Background: an optimization exercise with open tools, aiming at small area, a short achievable clock period and few clock cycles per item. Do not read the settings as production practice. Only simulation tests tie the RTL to the original design; equivalence was not proved. Power figures rest on the tool's default switching activity, not on a simulated workload.

==> inputs of build 78 <==
Design PipeIntMul, start of the top module:
module PipeIntMul(
  input  [31:0] intA,
  input  [31:0] intB,
  output [63:0] longP,
  input         val_op,
  output        commit,
  output        oprand_rdy,
  input         clk,
  input         reset
);
  reg [31:0] a0_r;
  reg [15:0] one0_r;
  reg [15:0] two0_r;
  reg [15:0] neg0_r;
  reg b31_r;
  reg [187:0] m0_r;
  reg [63:0] p_r;
  reg [2:0] val_r;
  assign oprand_rdy = 1'b1;
  assign commit = val_r[2];
  assign longP = p_r;
  wire pp_0_0;
  wire pp_0_1;
  wire pp_0_2;
  wire pp_0_3;
  wire pp_0_4;
  wire pp_0_5;
  wire pp_0_6;
  wire pp_0_7;
  wire pp_0_8;
  wire pp_0_9;
  wire pp_0_10;
  wire pp_0_11;
  wire pp_0_12;
  wire pp_0_13;
  wire pp_0_14;
  wire pp_0_15;
  wire pp_0_16;
  wire pp_0_17;
  wire pp_0_18;
  wire pp_0_19;
  wire pp_0_20;
  wire pp_0_21;
  wire pp_0_22;
  wire pp_0_23;
  wire pp_0_24;
  wire pp_0_25;
  wire pp_0_26;
  wire pp_0_27;
  wire pp_0_28;
  wire pp_0_29;
  wire pp_0_30;
  wire pp_0_31;
  wire pp_0_32;
  wire ns1;
  wire pp_1_0;
  wire pp_1_1;
  wire pp_1_2;
  wire pp_1_3;
  wire pp_1_4;
  wire pp_1_5;
  wire pp_1_6;
  wire pp_1_7;
  wire pp_1_8;
  wire pp_1_9;
  wire pp_1_10;
  wire pp_1_11;
  wire pp_1_12;
  wire pp_1_13;
  wire pp_1_14;
  wire pp_1_15;
  wire pp_1_16;
  wire pp_1_17;
  wire pp_1_18;
  wire pp_1_19;
  wire pp_1_20;
  wire pp_1_21;
  wire pp_1_22;
  wire pp_1_23;
  wire pp_1_24;
  wire pp_1_25;
  wire pp_1_26;
  wire pp_1_27;
  wire pp_1_28;
  wire pp_1_29;
  wire pp_1_30;
  wire pp_1_31;
  wire pp_1_32;
  wire ns2;
  wire pp_2_0;
  wire pp_2_1;
  wire pp_2_2;
  wire pp_2_3;
  wire pp_2_4;
  wire pp_2_5;
  wire pp_2_6;
  wire pp_2_7;
  wire pp_2_8;
  wire pp_2_9;
  wire pp_2_10;
  wire pp_2_11;
  wire pp_2_12;
  wire pp_2_13;
  wire pp_2_14;
  wire pp_2_15;
  wire pp_2_16;
  wire pp_2_17;
  ...
Settings: LEC_CHECK=0, CAP_MARGIN=20, CORE_MARGIN=2, CORE_UTILIZATION=60, CTS_BUF_LIST=sky130_fd_sc_hd__clkbuf_4 sky130_fd_sc_hd__clkbuf_8, SETUP_SLACK_MARGIN=5, SLEW_MARGIN=20, SYNTH_HIERARCHICAL=1, SYNTH_MINIMUM_KEEP_SIZE=0, TNS_END_PERCENT=100; clock period 9.0 ns.
run.sh (not shown) runs the stock make flow with config.mk's settings and CLKGATE_MAP_FILE= SYNTH_SCRIPT=/design/flow/synth_recipe.tcl, a recipe that flattens the netlist after the stock synthesis.
==> inputs of build 32, as changes to build 78 <==
==> flow/flow/run.sh (new file) <==
#!/bin/bash
set -euo pipefail
MARGIN=$(cat flow/margin.txt 2>/dev/null || echo 5)
bash standard.sh SETUP_SLACK_MARGIN="$MARGIN" TNS_END_PERCENT=100 finish > flow_make.log 2>&1
==> flow/flow/margin.txt (new file) <==
6
==> flow/standard.sh (new file) <==
#!/bin/bash
# synth_recipe.tcl (not shown) runs the flow's synth.tcl, then flattens the netlist and writes it again
# the make line also repeats each setting of config.mk as NAME=value (left out here)
make -C /OpenROAD-flow-scripts/flow DESIGN_CONFIG=/design/flow/config.mk WORK_HOME=/design/flow/orfs CLKGATE_MAP_FILE= SYNTH_SCRIPT=/design/flow/synth_recipe.tcl "${@:-finish}"
CORE_UTILIZATION = 40   (was 60)
CTS_BUF_LIST = unset   (was sky130_fd_sc_hd__clkbuf_4 sky130_fd_sc_hd__clkbuf_8)
SETUP_SLACK_MARGIN = unset   (was 5)
TNS_END_PERCENT = unset   (was 100)
removed: flow/run.sh
==> inputs of build 50, as changes to build 78 <==
CORE_UTILIZATION = 40   (was 60)
CTS_BUF_LIST = unset   (was sky130_fd_sc_hd__clkbuf_4 sky130_fd_sc_hd__clkbuf_8)
==> results.txt <==
quantity                                                       build 78        build 50        build 32
Final Routed Wirelength                                         99.3 mm          103 mm          127 mm
Post-synthesis to final-layout area growth                        10.1%           11.2%           41.1%
Hold_ws                                                        0.452 ns        0.441 ns        0.451 ns
Total power consumption of the routed design                    15.5 mW         15.4 mW         19.7 mW
Crit-path max cell delay                                        0.56 ns         0.54 ns         0.53 ns
Share of the core filled with cells in the final layout           67.0%           44.8%           56.9%
Status                                                   finished clean  finished clean  finished clean
Final HPWL DP                                                   63.1 mm         65.9 mm         64.5 mm
Data arrival time at the worst-slack endpoint                   4.52 ns         4.40 ns         4.10 ns
Clock network power consumption                                 1.63 mW         1.66 mW         1.72 mW
Endpoint of the worst hold-timing path                         val_r[1]        val_r[2]        val_r[2]
Latest clock arrival within the worst-skew pair                 0.69 ns         0.58 ns         0.62 ns
Via count normalized by instance count                             6.71            6.17            6.35
Worst Skew                                                    0.0519 ns       0.0241 ns       0.0250 ns
Data required, critical path                                    9.57 ns         9.45 ns         9.49 ns
Placed cell count                                                  3375            3690            3694
Die extent in x                                             230 microns     280 microns     280 microns
Number of CTS-inserted buffers                                       56              39              41
Initial antenna violation count                                       0               1               1
Flop pwr share                                                    17.3%           17.1%           13.1%
Top fanout value on the critical path                                33              33               3
Global-route wire length before repair                           151 mm          156 mm          178 mm
Relative max-transition margin                                    45.3%           39.0%           48.7%
Testbench counts of build 78, summed over its fixed seeds: cycles 816, items 800.
Testbench counts of build 32, summed over its fixed seeds: cycles 816, items 800.
Testbench counts of build 50, summed over its fixed seeds: cycles 816, items 800.

re-timing with driven ports:
No port has a modelled driver above. Below, the same layouts with a new extraction and two added sets of constraints. Step 1: set_driving_cell puts a clkbuf_16 on clk and a buf_2 on each other input, an assumption about the parent block. Step 2 adds t to the input delays and takes it off the output delays; t is the mean of the earliest and latest rising clock arrival at the registers after step 1. Input paths then give back, and output paths get back, about the clock's delay inside the block. Slacks: ideal ports / drivers / drivers and shift; pairs: ideal ports / drivers.
| run | t, ns | setup WS [ns] | clock arrival spread, ns | worst register clock-pin slew, ns | cell pins on the clock port's net |
|---|---|---|---|---|---|
| build 78 | 0.721 | 5.054 / 5.054 / 5.054 | 0.057 / 0.056 | 0.07 / 0.07 | 1 |
| build 32 | 0.676 | 5.390 / 5.390 / 5.390 | 0.025 / 0.026 | 0.06 / 0.06 | 1 |
| build 50 | 0.629 | 5.044 / 5.044 / 5.044 | 0.024 / 0.025 | 0.06 / 0.06 | 1 |
After both steps every run listed still meets setup and hold.
